From an optimization exercise on the open Yosys and OpenROAD flow, aimed at small area; shortcuts taken in it are not production practice.
RTL that was checked went through simulation tests only; none was proved equivalent to the original.

==> run a <==
## cordic_vectoring_top
module cordic_vectoring_top #(parameter data_width=16,cordic_steps=16,angle_width=20)(
    input clk,
    input nreset,
    input enable,
    input signed [data_width-1:0] x_vec_in,
    input signed [data_width-1:0] y_vec_in,
    output wire signed [data_width-1:0] x_vec_out,
    output [cordic_steps-1:0] micro_rotation,
    output signed [angle_width-1:0] angle,
    output done
    );
    wire sx0 = x_vec_in[15], sy0 = y_vec_in[15];
    wire [15:0] ux = x_vec_in ^ {16{sx0}};
    wire [15:0] uy = y_vec_in ^ {16{sy0}};
    wire [15:0] ax = ux + {15'd0, sx0};
    wire [15:0] x_1, y_1;
    cv_add_bk #(16) a0x (.a(ax), .b(uy), .ci(sy0), .s(x_1));
    wire [15:0] axm = ax - {15'd0, sy0};
    cv_add_bk #(16) a0y (.a(uy), .b(~axm), .ci(1'b1), .s(y_1));
    wire n_1 = y_1[15];
    wire [14:0] z_1 = y_1[14:0] ^ {15{n_1}};
    wire [1:0] q_1 = {sx0, sx0 ^ sy0};    
    wire v_1 = nreset & enable;
  ...
Settings: LEC_CHECK=0, ABC_AREA=1, CAP_MARGIN=20, CORE_MARGIN=2, CORE_UTILIZATION=60, CTS_CLUSTER_DIAMETER=80, CTS_CLUSTER_SIZE=40, PLACE_DENSITY=0.75, SETUP_SLACK_MARGIN=-0.1, SLEW_MARGIN=20; clock period 7.0 ns.
standard.sh (not shown) runs the stock make flow with config.mk's settings and CLKGATE_MAP_FILE= SYNTH_SCRIPT=/design/flow/synth_recipe.tcl, a recipe that flattens the netlist after the stock synthesis.
==> flow/flow/run.sh <==
#!/bin/bash
# The standard layout, with the port buffers made of the smallest buffer cell
# instead of the default clkdlybuf4s50_1. Every port still gets its buffer.
export BUFFER_PORTS_ARGS="-buffer_cell sky130_fd_sc_hd__buf_1"
bash standard.sh > standard.log 2>&1
==> run b: changes against run a <==
--- a/flow/design.v
+++ b/flow/design.v
@@ -13,13 +13,13 @@
     wire sx0 = x_vec_in[15], sy0 = y_vec_in[15];
     wire [15:0] ux = x_vec_in ^ {16{sx0}};
     wire [15:0] uy = y_vec_in ^ {16{sy0}};
     wire [15:0] ax = ux + {15'd0, sx0};
     wire [15:0] x_1, y_1;
-    cv_add_bk #(16) a0x (.a(ax), .b(uy), .ci(sy0), .s(x_1));
+    cv_add_sk #(16) a0x (.a(ax), .b(uy), .ci(sy0), .s(x_1));
     wire [15:0] axm = ax - {15'd0, sy0};
-    cv_add_bk #(16) a0y (.a(uy), .b(~axm), .ci(1'b1), .s(y_1));
+    cv_add_sk #(16) a0y (.a(uy), .b(~axm), .ci(1'b1), .s(y_1));
     wire n_1 = y_1[15];
     wire [14:0] z_1 = y_1[14:0] ^ {15{n_1}};
     wire [1:0] q_1 = {sx0, sx0 ^ sy0};    
     wire v_1 = nreset & enable;
     wire [15:0] m_1 = 16'd1;
@@ -270,11 +270,11 @@
     wire mt_s31 = xr_16[15] ^ 1'b1;
     wire mt_c31 = xr_16[15] & 1'b1;
     wire [23:0] mp_a = {mt_c31, mt_c30, mt_c29, mt_c28, mt_c27, mt_c26, mt_c25, mt_c24, mt_c23, mt_c22, mt_c21, mt_c20, mt_c19, mt_c18, mt_c17, mt_c16, mt_c15, mt_c14, mt_c13, mt_c12, mt_c11, mt_s11, ~xr_16[1], ~xr_16[0]};
     wire [23:0] mp_b = {1'b1, mt_s31, mt_s30, mt_s29, mt_s28, mt_s27, mt_s26, mt_s25, mt_s24, mt_s23, mt_s22, mt_s21, mt_s20, mt_s19, mt_s18, mt_s17, mt_s16, mt_s15, mt_s14, mt_s13, mt_s12, 1'b1, 1'b0, 1'b1};
     wire [23:0] mp_r;
-    cv_add_bk #(24) mp_add (.a(mp_a), .b(mp_b), .ci(1'b0), .s(mp_r));
+    cv_add_ks #(24) mp_add (.a(mp_a), .b(mp_b), .ci(1'b0), .s(mp_r));
     assign x_vec_out = mp_r[23:8];
     wire neg = qr_16[0];
     wire [13:1] mq = mr_16[13:1];
     reg [19:0] kq;
     always @* case (qr_16) 2'd0: kq = 20'hff8ff; 2'd1: kq = 20'hfb8ff; 2'd2: kq = 20'hf78ff; default: kq = 20'h038ff; endcase
@@ -355,11 +355,11 @@
     wire at_s69 = mq[1] ^ 1'b1;
     wire at_c69 = mq[1] & 1'b1;
     wire [19:0] ap_a = {kq[19], kq[18], kq[17], kq[16], kq[15], at_c69, at_c68, at_c67, at_c66, at_c65, at_c64, at_c63, at_c62, at_c61, at_c60, at_c59, at_c58, at_c57, at_s57, 1'b1};
     wire [19:0] ap_b = {1'b0, 1'b0, 1'b0, 1'b0, 1'b0, kq[14], at_s69, at_s68, at_s67, at_s66, at_s65, at_s64, at_s63, at_s62, at_s61, at_s60, at_s59, at_s58, 1'b1, 1'b0};
     wire [19:0] ap_r;
-    cv_add_bk #(20) ap_add (.a(ap_a), .b(ap_b), .ci(1'b0), .s(ap_r));
+    cv_add_ks #(20) ap_add (.a(ap_a), .b(ap_b), .ci(1'b0), .s(ap_r));
     assign angle = ap_r;
 endmodule
 module cv_add_bk #(parameter W=16) (input [W-1:0] a, input [W-1:0] b, input ci, output [W-1:0] s);
     reg [W-1:0] p, g, pp, gg;
     integer i, j;
@@ -379,10 +379,26 @@
                 pp[j] = pp[j] & pp[j - (1 << (i-1))];
             end
     end
     assign s = p ^ {gg[W-2:0], ci};
 endmodule
+module cv_add_ks #(parameter W=16) (input [W-1:0] a, input [W-1:0] b, input ci, output [W-1:0] s);
+    reg [W-1:0] p, g, pp, gg;
+    integer i, j;
+    always @* begin
+        p = a ^ b;
+        g = a & b;
+        gg = g; pp = p;
+        gg[0] = g[0] | (p[0] & ci);
+        for (i = 0; (1 << i) < W; i = i + 1)
+            for (j = W - 1; j >= (1 << i); j = j - 1) begin
+                gg[j] = gg[j] | pp[j] & gg[j - (1 << i)];
+                pp[j] = pp[j] & pp[j - (1 << i)];
+            end
+    end
+    assign s = p ^ {gg[W-2:0], ci};
+endmodule
 module cv_add_sk #(parameter W=16) (input [W-1:0] a, input [W-1:0] b, input ci, output [W-1:0] s);
     reg [W-1:0] p, g, pp, gg;
     integer i, j;
     always @* begin
         p = a ^ b;
CORE_UTILIZATION = 50   (was 60)
PLACE_DENSITY = 0.65   (was 0.75)
SETUP_SLACK_MARGIN = -0.2   (was -0.1)
==> run c: changes against run a <==
--- a/flow/design.v
+++ b/flow/design.v
@@ -13,13 +13,13 @@
     wire sx0 = x_vec_in[15], sy0 = y_vec_in[15];
     wire [15:0] ux = x_vec_in ^ {16{sx0}};
     wire [15:0] uy = y_vec_in ^ {16{sy0}};
     wire [15:0] ax = ux + {15'd0, sx0};
     wire [15:0] x_1, y_1;
-    cv_add_bk #(16) a0x (.a(ax), .b(uy), .ci(sy0), .s(x_1));
+    cv_add_sk #(16) a0x (.a(ax), .b(uy), .ci(sy0), .s(x_1));
     wire [15:0] axm = ax - {15'd0, sy0};
-    cv_add_bk #(16) a0y (.a(uy), .b(~axm), .ci(1'b1), .s(y_1));
+    cv_add_sk #(16) a0y (.a(uy), .b(~axm), .ci(1'b1), .s(y_1));
     wire n_1 = y_1[15];
     wire [14:0] z_1 = y_1[14:0] ^ {15{n_1}};
     wire [1:0] q_1 = {sx0, sx0 ^ sy0};    
     wire v_1 = nreset & enable;
     wire [15:0] m_1 = 16'd1;
@@ -270,11 +270,11 @@
     wire mt_s31 = xr_16[15] ^ 1'b1;
     wire mt_c31 = xr_16[15] & 1'b1;
     wire [23:0] mp_a = {mt_c31, mt_c30, mt_c29, mt_c28, mt_c27, mt_c26, mt_c25, mt_c24, mt_c23, mt_c22, mt_c21, mt_c20, mt_c19, mt_c18, mt_c17, mt_c16, mt_c15, mt_c14, mt_c13, mt_c12, mt_c11, mt_s11, ~xr_16[1], ~xr_16[0]};
     wire [23:0] mp_b = {1'b1, mt_s31, mt_s30, mt_s29, mt_s28, mt_s27, mt_s26, mt_s25, mt_s24, mt_s23, mt_s22, mt_s21, mt_s20, mt_s19, mt_s18, mt_s17, mt_s16, mt_s15, mt_s14, mt_s13, mt_s12, 1'b1, 1'b0, 1'b1};
     wire [23:0] mp_r;
-    cv_add_bk #(24) mp_add (.a(mp_a), .b(mp_b), .ci(1'b0), .s(mp_r));
+    cv_add_ks #(24) mp_add (.a(mp_a), .b(mp_b), .ci(1'b0), .s(mp_r));
     assign x_vec_out = mp_r[23:8];
     wire neg = qr_16[0];
     wire [13:1] mq = mr_16[13:1];
     reg [19:0] kq;
     always @* case (qr_16) 2'd0: kq = 20'hff8ff; 2'd1: kq = 20'hfb8ff; 2'd2: kq = 20'hf78ff; default: kq = 20'h038ff; endcase
@@ -355,11 +355,11 @@
     wire at_s69 = mq[1] ^ 1'b1;
     wire at_c69 = mq[1] & 1'b1;
     wire [19:0] ap_a = {kq[19], kq[18], kq[17], kq[16], kq[15], at_c69, at_c68, at_c67, at_c66, at_c65, at_c64, at_c63, at_c62, at_c61, at_c60, at_c59, at_c58, at_c57, at_s57, 1'b1};
     wire [19:0] ap_b = {1'b0, 1'b0, 1'b0, 1'b0, 1'b0, kq[14], at_s69, at_s68, at_s67, at_s66, at_s65, at_s64, at_s63, at_s62, at_s61, at_s60, at_s59, at_s58, 1'b1, 1'b0};
     wire [19:0] ap_r;
-    cv_add_bk #(20) ap_add (.a(ap_a), .b(ap_b), .ci(1'b0), .s(ap_r));
+    cv_add_ks #(20) ap_add (.a(ap_a), .b(ap_b), .ci(1'b0), .s(ap_r));
     assign angle = ap_r;
 endmodule
 module cv_add_bk #(parameter W=16) (input [W-1:0] a, input [W-1:0] b, input ci, output [W-1:0] s);
     reg [W-1:0] p, g, pp, gg;
     integer i, j;
@@ -379,10 +379,26 @@
                 pp[j] = pp[j] & pp[j - (1 << (i-1))];
             end
     end
     assign s = p ^ {gg[W-2:0], ci};
 endmodule
+module cv_add_ks #(parameter W=16) (input [W-1:0] a, input [W-1:0] b, input ci, output [W-1:0] s);
+    reg [W-1:0] p, g, pp, gg;
+    integer i, j;
+    always @* begin
+        p = a ^ b;
+        g = a & b;
+        gg = g; pp = p;
+        gg[0] = g[0] | (p[0] & ci);
+        for (i = 0; (1 << i) < W; i = i + 1)
+            for (j = W - 1; j >= (1 << i); j = j - 1) begin
+                gg[j] = gg[j] | pp[j] & gg[j - (1 << i)];
+                pp[j] = pp[j] & pp[j - (1 << i)];
+            end
+    end
+    assign s = p ^ {gg[W-2:0], ci};
+endmodule
 module cv_add_sk #(parameter W=16) (input [W-1:0] a, input [W-1:0] b, input ci, output [W-1:0] s);
     reg [W-1:0] p, g, pp, gg;
     integer i, j;
     always @* begin
         p = a ^ b;
==> flow/flow/run.sh (replaced) <==
#!/bin/bash
# The standard layout, with two changes: the port buffers are the smallest
# buffer cell instead of clkdlybuf4s50_1 (every port still gets its buffer),
# and after global routing the resizer downsizes gates off the critical paths.
export BUFFER_PORTS_ARGS="-buffer_cell sky130_fd_sc_hd__buf_1"
export RECOVER_POWER=100
bash standard.sh > standard.log 2>&1
CORE_UTILIZATION = 50   (was 60)
PLACE_DENSITY = 0.65   (was 0.75)
SETUP_SLACK_MARGIN = not set   (was -0.1)
==> run summary <==
- In run a the die area is smaller than in run b, by 17%.
- Via count is about the same in run c and run a.
- In run c the first-iteration DRC count is lower than in run a, by 4.5%.
- Between run b and run c, the lower critical path depth is in run b (gap 3).
- Global-route usage, highest first: run a, run b, run c.
- Final cell count: run a < run c < run b.
- Sequential share of layout area: run a is higher than run c (0.12 points).
- Run b completed without violations. Run a ran to the end with no violations. Run c completed without violations.

* * *

==> run C <==
Another version of the RTL of cordic_vectoring_top (not shown whole).
// cordic_vectoring_top
module cordic_vectoring_top #(parameter data_width=16,cordic_steps=16,angle_width=20)(
    input clk,
    input nreset,
    input enable,
    input signed [data_width-1:0] x_vec_in,
    input signed [data_width-1:0] y_vec_in,
    output wire signed [data_width-1:0] x_vec_out,
    output [cordic_steps-1:0] micro_rotation,
    output signed [angle_width-1:0] angle,
    output done
    );
export LEC_CHECK = 0
export ABC_AREA = 1
export CAP_MARGIN = 20
export CORE_MARGIN = 2
export CORE_UTILIZATION = 50
export CTS_CLUSTER_DIAMETER = 80
export CTS_CLUSTER_SIZE = 40
export PLACE_DENSITY = 0.65
export SLEW_MARGIN = 20
create_clock -name core_clock -period 7.0 [get_ports {clk}]
==> flow/flow/run.sh <==
#!/bin/bash
# The standard layout, with the port buffers made of the smallest buffer cell
# instead of the default clkdlybuf4s50_1. Every port still gets its buffer.
export BUFFER_PORTS_ARGS="-buffer_cell sky130_fd_sc_hd__buf_1"
bash standard.sh > standard.log 2>&1
==> run B: changes against run C <==
- SETUP_SLACK_MARGIN: default -> -0.1
==> notes <==
- Between run C and run B, the lower worst setup slack is in run B (gap 0.080 ns).
- Between run B and run C, the lower sequential share of layout area is in run C (gap 0.23 points).
- Between run C and run B, the lower wire length is in run B (gap about 1.2%, measured against run B).
- Final cell count: run B is lower than run C (about 0.3%).
- First-iteration DRC count: run C is higher than run B (about 13%).
- In die area, run C and run B do not differ.
- In run B the cell area is lower than in run C, by about 1.5%.
==> figures <==
                                                               run B           run C
Outcome                                               finished clean  finished clean
Final Instance Area                                       29,200 µm²      29,700 µm²
Ratio of layout area to synthesized area                      1.158x          1.176x
# resized after CTS                                               25              52
HPWL reported at the end of detailed placement             47,800 µm       47,600 µm
WHS                                                         0.287 ns        0.333 ns
Hold path start                                              mr_8[7]         mr_8[3]
Destination of the worst hold path                          mr_11[7]        mr_11[3]
Top layer reached by signal wires                               met4            met5
Required time of the critical path                           5.60 ns         7.39 ns
Period utilisation layout                                      97.4%           96.3%
Pin count of the biggest net entering global routing              41              25
Met1 global-route usage                                        24.4%           24.3%
First-pass GRT wire length                                 92,500 µm       92,900 µm
Met3 track utilization from global routing                     1.56%           2.22%
Worst-case register-to-register setup slack                  0.31 ns         0.26 ns
No functional check of the RTL was part of any run of this note.

* * *

==> inputs of v36 <==
cordic_vectoring_top, a different RTL version from the one above (not shown whole).
clock: 7.0 ns
lec_check: 0
abc_area: 1
cap_margin: 0
core_margin: 2
core_utilization: 60
place_density: 0.75
slew_margin: 0
run.sh (not shown) runs the stock make flow with config.mk's settings and CLKGATE_MAP_FILE= SYNTH_SCRIPT=/design/flow/synth_recipe.tcl, a recipe that flattens the netlist after the stock synthesis.
Stock flow here: none of the scripts above is used.
==> v25 (differences from v36) <==
Settings changed: CAP_MARGIN 0 to 20, CORE_UTILIZATION 60 to 50, PLACE_DENSITY 0.75 to 0.65, SLEW_MARGIN 0 to 20.
==> impl_metrics.yaml <==
timing:
  timing.final.ws_setup_ns: 0.197
place:
  dp_slack_ns: -0.579
critical_path:
  crit_path_start: "nr_5"
  cp_slowest_cell: "fa_1"
outcome:
  status: "timing/DRC/antenna clean"
cells_and_area:
  clock_area_share_pct: 3.20
  fin_nets: 3997
global_route:
  grtUsageMet1_pct: 28.3
routing:
  wire_per_inst_um: 14.7
  routed_wl_mm: 57.7
# the run above: v36

==> impl_metrics.yaml <==
outcome:
  status: "timing/DRC/antenna clean"
critical_path:
  cp_slowest_cell: "clkdlybuf4s50_1"
place:
  dp_slack_ns: -0.463
timing:
  timing.final.ws_setup_ns: 0.383
routing:
  wire_per_inst_um: 13.5
cells_and_area:
  clock_area_share_pct: 3.36
# the run above: v25

No functional check of the RTL was part of any run of this note.

* * *

==> v32: inputs <==
cordic_vectoring_top, a different RTL version from the one above (not shown whole).
Settings: LEC_CHECK=0, ABC_AREA=1, CAP_MARGIN=20, CORE_MARGIN=2, CORE_UTILIZATION=50, PLACE_DENSITY=0.65, SLEW_MARGIN=20; clock period 7.0 ns.
==> inputs of v35, as changes to v32 <==
--- a/flow/design.v
+++ b/flow/design.v
@@ -26,175 +26,175 @@
     reg [15:0] xr_1; reg [14:0] zr_1; reg nr_1; reg [1:0] qr_1; reg vr_1;
     always @(posedge clk) begin
         xr_1 <= x_1; zr_1 <= z_1; nr_1 <= n_1; qr_1 <= q_1;
         vr_1 <= nreset & v_1;
     end
     wire [15:0] x_2;
     wire signed [15:0] xs_2 = $signed(xr_1) >>> 1;
     wire [15:0] w_2;
-    cv_add_sk #(16) ax_2 (.a(xr_1), .b({2'd0, zr_1[14:1]}), .ci(nr_1), .s(x_2));
+    cv_add_bk #(16) ax_2 (.a(xr_1), .b({2'd0, zr_1[14:1]}), .ci(nr_1), .s(x_2));
     cv_add_sk #(16) aw_2 (.a({1'b0, zr_1}), .b(~xs_2), .ci(1'b1), .s(w_2));
     wire n_2 = nr_1 ^ w_2[15];
     wire [14:0] z_2 = w_2[14:0] ^ {15{w_2[15]}};
     wire [15:0] m_2 = 16'd1 | {14'd0, ~nr_1, 1'd0};
     wire [1:0] q_2 = qr_1;
     wire v_2 = vr_1;
     wire [15:0] x_3;
     wire signed [15:0] xs_3 = $signed(x_2) >>> 2;
     wire [15:0] w_3;
-    cv_add_sk #(16) ax_3 (.a(x_2), .b({3'd0, z_2[14:2]}), .ci(n_2), .s(x_3));
+    cv_add_bk #(16) ax_3 (.a(x_2), .b({3'd0, z_2[14:2]}), .ci(n_2), .s(x_3));
     cv_add_sk #(16) aw_3 (.a({1'b0, z_2}), .b(~xs_3), .ci(1'b1), .s(w_3));
     wire n_3 = n_2 ^ w_3[15];
     wire [14:0] z_3 = w_3[14:0] ^ {15{w_3[15]}};
     wire [15:0] m_3 = m_2 | {13'd0, ~n_2, 2'd0};
     wire [1:0] q_3 = q_2;
     wire v_3 = v_2;
     wire [15:0] x_4;
     wire signed [15:0] xs_4 = $signed(x_3) >>> 3;
     wire [15:0] w_4;
-    cv_add_sk #(16) ax_4 (.a(x_3), .b({4'd0, z_3[14:3]}), .ci(n_3), .s(x_4));
+    cv_add_bk #(16) ax_4 (.a(x_3), .b({4'd0, z_3[14:3]}), .ci(n_3), .s(x_4));
     cv_add_sk #(16) aw_4 (.a({1'b0, z_3}), .b(~xs_4), .ci(1'b1), .s(w_4));
     wire n_4 = n_3 ^ w_4[15];
     wire [14:0] z_4 = w_4[14:0] ^ {15{w_4[15]}};
     wire [15:0] m_4 = m_3 | {12'd0, ~n_3, 3'd0};
     wire [1:0] q_4 = q_3;
     wire v_4 = v_3;
     reg [15:0] xr_4; reg [14:0] zr_4; reg nr_4; reg [1:0] qr_4; reg vr_4;
     reg [3:1] mr_4;
     always @(posedge clk) begin
         xr_4 <= x_4; zr_4 <= z_4; nr_4 <= n_4; qr_4 <= q_4;
         mr_4 <= m_4[3:1];
         vr_4 <= nreset & v_4;
     end
     wire [15:0] x_5;
     wire signed [15:0] xs_5 = $signed(xr_4) >>> 4;
     wire [15:0] w_5;
-    cv_add_sk #(16) ax_5 (.a(xr_4), .b({5'd0, zr_4[14:4]}), .ci(nr_4), .s(x_5));
+    cv_add_bk #(16) ax_5 (.a(xr_4), .b({5'd0, zr_4[14:4]}), .ci(nr_4), .s(x_5));
     cv_add_sk #(16) aw_5 (.a({1'b0, zr_4}), .b(~xs_5), .ci(1'b1), .s(w_5));
     wire n_5 = nr_4 ^ w_5[15];
     wire [14:0] z_5 = w_5[14:0] ^ {15{w_5[15]}};
     wire [15:0] m_5 = {12'd0, mr_4, 1'b1} | {11'd0, ~nr_4, 4'd0};
     wire [1:0] q_5 = qr_4;
     wire v_5 = vr_4;
     wire [15:0] x_6;
     wire signed [15:0] xs_6 = $signed(x_5) >>> 5;
     wire [15:0] w_6;
-    cv_add_sk #(16) ax_6 (.a(x_5), .b({6'd0, z_5[14:5]}), .ci(n_5), .s(x_6));
+    cv_add_bk #(16) ax_6 (.a(x_5), .b({6'd0, z_5[14:5]}), .ci(n_5), .s(x_6));
     cv_add_sk #(16) aw_6 (.a({1'b0, z_5}), .b(~xs_6), .ci(1'b1), .s(w_6));
     wire n_6 = n_5 ^ w_6[15];
     wire [14:0] z_6 = w_6[14:0] ^ {15{w_6[15]}};
     wire [15:0] m_6 = m_5 | {10'd0, ~n_5, 5'd0};
     wire [1:0] q_6 = q_5;
     wire v_6 = v_5;
     wire [15:0] x_7;
     wire signed [15:0] xs_7 = $signed(x_6) >>> 6;
     wire [15:0] w_7;
-    cv_add_sk #(16) ax_7 (.a(x_6), .b({7'd0, z_6[14:6]}), .ci(n_6), .s(x_7));
+    cv_add_bk #(16) ax_7 (.a(x_6), .b({7'd0, z_6[14:6]}), .ci(n_6), .s(x_7));
     cv_add_sk #(16) aw_7 (.a({1'b0, z_6}), .b(~xs_7), .ci(1'b1), .s(w_7));
     wire n_7 = n_6 ^ w_7[15];
     wire [14:0] z_7 = w_7[14:0] ^ {15{w_7[15]}};
     wire [15:0] m_7 = m_6 | {9'd0, ~n_6, 6'd0};
     wire [1:0] q_7 = q_6;
     wire v_7 = v_6;
     reg [15:0] xr_7; reg [14:0] zr_7; reg nr_7; reg [1:0] qr_7; reg vr_7;
     reg [6:1] mr_7;
     always @(posedge clk) begin
         xr_7 <= x_7; zr_7 <= z_7; nr_7 <= n_7; qr_7 <= q_7;
         mr_7 <= m_7[6:1];
         vr_7 <= nreset & v_7;
     end
     wire [15:0] x_8;
     wire signed [15:0] xs_8 = $signed(xr_7) >>> 7;
     wire [15:0] w_8;
-    cv_add_sk #(16) ax_8 (.a(xr_7), .b({8'd0, zr_7[14:7]}), .ci(nr_7), .s(x_8));
+    cv_add_bk #(16) ax_8 (.a(xr_7), .b({8'd0, zr_7[14:7]}), .ci(nr_7), .s(x_8));
     cv_add_sk #(16) aw_8 (.a({1'b0, zr_7}), .b(~xs_8), .ci(1'b1), .s(w_8));
     wire n_8 = nr_7 ^ w_8[15];
     wire [14:0] z_8 = w_8[14:0] ^ {15{w_8[15]}};
     wire [15:0] m_8 = {9'd0, mr_7, 1'b1} | {8'd0, ~nr_7, 7'd0};
     wire [1:0] q_8 = qr_7;
     wire v_8 = vr_7;
     wire [15:0] x_9;
     wire signed [15:0] xs_9 = $signed(x_8) >>> 8;
     wire [15:0] w_9;
-    cv_add_sk #(16) ax_9 (.a(x_8), .b({9'd0, z_8[14:8]}), .ci(n_8), .s(x_9));
+    cv_add_bk #(16) ax_9 (.a(x_8), .b({9'd0, z_8[14:8]}), .ci(n_8), .s(x_9));
     cv_add_sk #(16) aw_9 (.a({1'b0, z_8}), .b(~xs_9), .ci(1'b1), .s(w_9));
     wire n_9 = n_8 ^ w_9[15];
     wire [14:0] z_9 = w_9[14:0] ^ {15{w_9[15]}};
     wire [15:0] m_9 = m_8 | {7'd0, ~n_8, 8'd0};
     wire [1:0] q_9 = q_8;
     wire v_9 = v_8;
     wire [15:0] x_10;
     wire signed [15:0] xs_10 = $signed(x_9) >>> 9;
     wire [15:0] w_10;
-    cv_add_sk #(16) ax_10 (.a(x_9), .b({10'd0, z_9[14:9]}), .ci(n_9), .s(x_10));
+    cv_add_bk #(16) ax_10 (.a(x_9), .b({10'd0, z_9[14:9]}), .ci(n_9), .s(x_10));
     cv_add_sk #(16) aw_10 (.a({1'b0, z_9}), .b(~xs_10), .ci(1'b1), .s(w_10));
     wire n_10 = n_9 ^ w_10[15];
     wire [14:0] z_10 = w_10[14:0] ^ {15{w_10[15]}};
     wire [15:0] m_10 = m_9 | {6'd0, ~n_9, 9'd0};
     wire [1:0] q_10 = q_9;
     wire v_10 = v_9;
     reg [15:0] xr_10; reg [14:0] zr_10; reg nr_10; reg [1:0] qr_10; reg vr_10;
     reg [9:1] mr_10;
     always @(posedge clk) begin
         xr_10 <= x_10; zr_10 <= z_10; nr_10 <= n_10; qr_10 <= q_10;
         mr_10 <= m_10[9:1];
         vr_10 <= nreset & v_10;
     end
     wire [15:0] x_11;
     wire signed [15:0] xs_11 = $signed(xr_10) >>> 10;
     wire [15:0] w_11;
-    cv_add_sk #(16) ax_11 (.a(xr_10), .b({11'd0, zr_10[14:10]}), .ci(nr_10), .s(x_11));
+    cv_add_bk #(16) ax_11 (.a(xr_10), .b({11'd0, zr_10[14:10]}), .ci(nr_10), .s(x_11));
     cv_add_sk #(16) aw_11 (.a({1'b0, zr_10}), .b(~xs_11), .ci(1'b1), .s(w_11));
     wire n_11 = nr_10 ^ w_11[15];
     wire [14:0] z_11 = w_11[14:0] ^ {15{w_11[15]}};
     wire [15:0] m_11 = {6'd0, mr_10, 1'b1} | {5'd0, ~nr_10, 10'd0};
     wire [1:0] q_11 = qr_10;
     wire v_11 = vr_10;
     wire [15:0] x_12;
     wire signed [15:0] xs_12 = $signed(x_11) >>> 11;
     wire [15:0] w_12;
-    cv_add_sk #(16) ax_12 (.a(x_11), .b({12'd0, z_11[14:11]}), .ci(n_11), .s(x_12));
+    cv_add_bk #(16) ax_12 (.a(x_11), .b({12'd0, z_11[14:11]}), .ci(n_11), .s(x_12));
     cv_add_sk #(16) aw_12 (.a({1'b0, z_11}), .b(~xs_12), .ci(1'b1), .s(w_12));
     wire n_12 = n_11 ^ w_12[15];
     wire [14:0] z_12 = w_12[14:0] ^ {15{w_12[15]}};
     wire [15:0] m_12 = m_11 | {4'd0, ~n_11, 11'd0};
     wire [1:0] q_12 = q_11;
     wire v_12 = v_11;
     wire [15:0] x_13;
     wire signed [15:0] xs_13 = $signed(x_12) >>> 12;
     wire [15:0] w_13;
-    cv_add_sk #(16) ax_13 (.a(x_12), .b({13'd0, z_12[14:12]}), .ci(n_12), .s(x_13));
+    cv_add_bk #(16) ax_13 (.a(x_12), .b({13'd0, z_12[14:12]}), .ci(n_12), .s(x_13));
     cv_add_sk #(16) aw_13 (.a({1'b0, z_12}), .b(~xs_13), .ci(1'b1), .s(w_13));
     wire n_13 = n_12 ^ w_13[15];
     wire [14:0] z_13 = w_13[14:0] ^ {15{w_13[15]}};
     wire [15:0] m_13 = m_12 | {3'd0, ~n_12, 12'd0};
     wire [1:0] q_13 = q_12;
     wire v_13 = v_12;
     reg [15:0] xr_13; reg [14:0] zr_13; reg nr_13; reg [1:0] qr_13; reg vr_13;
     reg [12:1] mr_13;
     always @(posedge clk) begin
         xr_13 <= x_13; zr_13 <= z_13; nr_13 <= n_13; qr_13 <= q_13;
         mr_13 <= m_13[12:1];
         vr_13 <= nreset & v_13;
     end
     wire [15:0] x_14;
     wire signed [15:0] xs_14 = $signed(xr_13) >>> 13;
     wire [15:0] w_14;
-    cv_add_sk #(16) ax_14 (.a(xr_13), .b({14'd0, zr_13[14:13]}), .ci(nr_13), .s(x_14));
+    cv_add_bk #(16) ax_14 (.a(xr_13), .b({14'd0, zr_13[14:13]}), .ci(nr_13), .s(x_14));
     cv_add_sk #(16) aw_14 (.a({1'b0, zr_13}), .b(~xs_14), .ci(1'b1), .s(w_14));
     wire n_14 = nr_13 ^ w_14[15];
     wire [14:0] z_14 = w_14[14:0] ^ {15{w_14[15]}};
     wire [15:0] m_14 = {3'd0, mr_13, 1'b1} | {2'd0, ~nr_13, 13'd0};
     wire [1:0] q_14 = qr_13;
     wire v_14 = vr_13;
     wire [15:0] x_15;
     wire signed [15:0] xs_15 = $signed(x_14) >>> 14;
     wire [15:0] w_15;
-    cv_add_sk #(16) ax_15 (.a(x_14), .b({15'd0, z_14[14:14]}), .ci(n_14), .s(x_15));
+    cv_add_bk #(16) ax_15 (.a(x_14), .b({15'd0, z_14[14:14]}), .ci(n_14), .s(x_15));
     cv_add_sk #(16) aw_15 (.a({1'b0, z_14}), .b(~xs_15), .ci(1'b1), .s(w_15));
     wire n_15 = n_14 ^ w_15[15];
     wire [14:0] z_15 = w_15[14:0] ^ {15{w_15[15]}};
     wire [15:0] m_15 = m_14 | {1'd0, ~n_14, 14'd0};
     wire [1:0] q_15 = q_14;
     wire v_15 = v_14;
     wire [15:0] x_16;
     assign x_16 = x_15 + {15'd0, n_15};
@@ -267,17 +267,17 @@
     wire mt_c29 = (xr_16[13] & xr_16[15]) | (xr_16[13] & 1'b1) | (xr_16[15] & 1'b1);
     wire mt_s30 = xr_16[14] ^ 1'b1;
     wire mt_c30 = xr_16[14] & 1'b1;
     wire mt_s31 = xr_16[15] ^ 1'b1;
     wire mt_c31 = xr_16[15] & 1'b1;
     wire [23:0] mp_a = {mt_c31, mt_c30, mt_c29, mt_c28, mt_c27, mt_c26, mt_c25, mt_c24, mt_c23, mt_c22, mt_c21, mt_c20, mt_c19, mt_c18, mt_c17, mt_c16, mt_c15, mt_c14, mt_c13, mt_c12, mt_c11, mt_s11, ~xr_16[1], ~xr_16[0]};
     wire [23:0] mp_b = {1'b1, mt_s31, mt_s30, mt_s29, mt_s28, mt_s27, mt_s26, mt_s25, mt_s24, mt_s23, mt_s22, mt_s21, mt_s20, mt_s19, mt_s18, mt_s17, mt_s16, mt_s15, mt_s14, mt_s13, mt_s12, 1'b1, 1'b0, 1'b1};
     wire [23:0] mp_r;
-    cv_add_bk #(24) mp_add (.a(mp_a), .b(mp_b), .ci(1'b0), .s(mp_r));
+    cv_add_ks #(24) mp_add (.a(mp_a), .b(mp_b), .ci(1'b0), .s(mp_r));
     assign x_vec_out = mp_r[23:8];
     wire neg = qr_16[0];
     wire [13:1] mq = mr_16[13:1];
     reg [19:0] kq;
     always @* case (qr_16) 2'd0: kq = 20'hff8ff; 2'd1: kq = 20'hfb8ff; 2'd2: kq = 20'hf78ff; default: kq = 20'h038ff; endcase
     wire at_s32 = mq[2] ^ mq[3] ^ mq[4];
     wire at_c32 = (mq[2] & mq[3]) | (mq[2] & mq[4]) | (mq[3] & mq[4]);
     wire at_s33 = mq[2] ^ mq[4];
@@ -352,17 +352,17 @@
     wire at_c67 = mq[3] & 1'b1;
     wire at_s68 = mq[2] ^ 1'b1;
     wire at_c68 = mq[2] & 1'b1;
     wire at_s69 = mq[1] ^ 1'b1;
     wire at_c69 = mq[1] & 1'b1;
     wire [19:0] ap_a = {kq[19], kq[18], kq[17], kq[16], kq[15], at_c69, at_c68, at_c67, at_c66, at_c65, at_c64, at_c63, at_c62, at_c61, at_c60, at_c59, at_c58, at_c57, at_s57, 1'b1};
     wire [19:0] ap_b = {1'b0, 1'b0, 1'b0, 1'b0, 1'b0, kq[14], at_s69, at_s68, at_s67, at_s66, at_s65, at_s64, at_s63, at_s62, at_s61, at_s60, at_s59, at_s58, 1'b1, 1'b0};
     wire [19:0] ap_r;
-    cv_add_bk #(20) ap_add (.a(ap_a), .b(ap_b), .ci(1'b0), .s(ap_r));
+    cv_add_ks #(20) ap_add (.a(ap_a), .b(ap_b), .ci(1'b0), .s(ap_r));
     assign angle = ap_r;
 endmodule
 module cv_add_bk #(parameter W=16) (input [W-1:0] a, input [W-1:0] b, input ci, output [W-1:0] s);
     reg [W-1:0] p, g, pp, gg;
     integer i, j;
     always @* begin
         p = a ^ b;
         g = a & b;
@@ -376,16 +376,32 @@
         for (i = 5; i > 0; i = i - 1)
             for (j = (1 << i) + (1 << (i-1)) - 1; j < W; j = j + (1 << i)) begin
                 gg[j] = gg[j] | pp[j] & gg[j - (1 << (i-1))];
                 pp[j] = pp[j] & pp[j - (1 << (i-1))];
             end
     end
     assign s = p ^ {gg[W-2:0], ci};
 endmodule
+module cv_add_ks #(parameter W=16) (input [W-1:0] a, input [W-1:0] b, input ci, output [W-1:0] s);
+    reg [W-1:0] p, g, pp, gg;
+    integer i, j;
+    always @* begin
+        p = a ^ b;
+        g = a & b;
+        gg = g; pp = p;
+        gg[0] = g[0] | (p[0] & ci);
+        for (i = 0; (1 << i) < W; i = i + 1)
+            for (j = W - 1; j >= (1 << i); j = j - 1) begin
+                gg[j] = gg[j] | pp[j] & gg[j - (1 << i)];
+                pp[j] = pp[j] & pp[j - (1 << i)];
+            end
+    end
+    assign s = p ^ {gg[W-2:0], ci};
+endmodule
 module cv_add_sk #(parameter W=16) (input [W-1:0] a, input [W-1:0] b, input ci, output [W-1:0] s);
     reg [W-1:0] p, g, pp, gg;
     integer i, j;
     always @* begin
         p = a ^ b;
         g = a & b;
         gg = g; pp = p;
         gg[0] = g[0] | (p[0] & ci);
==> flow/config.mk (replaced) <==
export PLATFORM = sky130hd
export DESIGN_NAME = cordic_vectoring_top
export DESIGN_NICKNAME = cordic_vectoring_top
export VERILOG_FILES = /design/flow/design.v
export SDC_FILE = /design/flow/constraint.sdc
export NUM_CORES = 4
export LEC_CHECK = 0
export ABC_AREA = 1
export CAP_MARGIN = 20
export CORE_MARGIN = 2
export CORE_UTILIZATION = 40
export PLACE_DENSITY = 0.5
export SLEW_MARGIN = 20
==> comparison <==
Against v32, the utilization of v35 is lower by 12 points.
In v35 the routed wire length is smaller than in v32, by 1.3%.
Of v35 and v32, v35 has the higher clock-buffer cell count (gap 7).
Against v35, the non-clock buffer count of v32 is lower by 37.
In sequential cell count, v35 and v32 do not differ.
First-iteration DRC count: v35 is lower than v32 (about 27%).
Against v32, the die area of v35 is larger by 23%.

## port drivers added, routing unchanged
How much do the figures lean on ideal ports? The routed layouts below were timed once more, with nothing changed but the port constraints. Step 1: set_driving_cell puts a clkbuf_16 on clk and a buf_2 on each other input, an assumption about the parent block. Step 2 times the ports against the registers' clock, not the clock port: input delays grow and output delays shrink by t, the midpoint of the rising clock arrivals with the driver on. a / b / c = no drivers / after step 1 / after step 2; a / b = the first two.
| run | t (ns) | setup slack, ns | worst setup path after step 2 | slew at the worst register clock pin (ns) | cell pins on the clock port's net |
|---|---|---|---|---|---|
| run a of note 1 | 0.570 | 0.183 / 0.156 / 0.183 | register to register | 0.11 / 0.11 | 1 |
| run b of note 1 | 0.587 | 0.157 / 0.136 / 0.157 | register to register | 0.10 / 0.10 | 1 |
| run c of note 1 | 0.586 | 0.298 / 0.298 / 0.298 | register to register | 0.11 / 0.11 | 1 |
| run C of note 2 | 0.563 | 0.262 / 0.208 / 0.037 | input to register | 0.09 / 0.09 | 1 |
| run B of note 2 | 0.580 | 0.182 / 0.126 / -0.123 | input to register | 0.13 / 0.13 | 1 |
| v36 | 0.609 | 0.197 / 0.197 / -0.210 | input to register | 0.06 / 0.06 | 1 |
| v25 | 0.611 | 0.383 / 0.326 / -0.098 | input to register | 0.06 / 0.06 | 1 |
| v32 | 0.639 | 0.269 / 0.220 / 0.269 | register to register | 0.07 / 0.07 | 1 |
| v35 | 0.633 | 0.378 / 0.315 / 0.435 | register to register | 0.07 / 0.07 | 1 |
Met with ideal ports but missed after step 2: setup timing in run B of note 2, v36 and v25. For v25, which loses most, drivers alone change the setup slack by -0.057 ns; drivers and shift together by -0.481 ns.
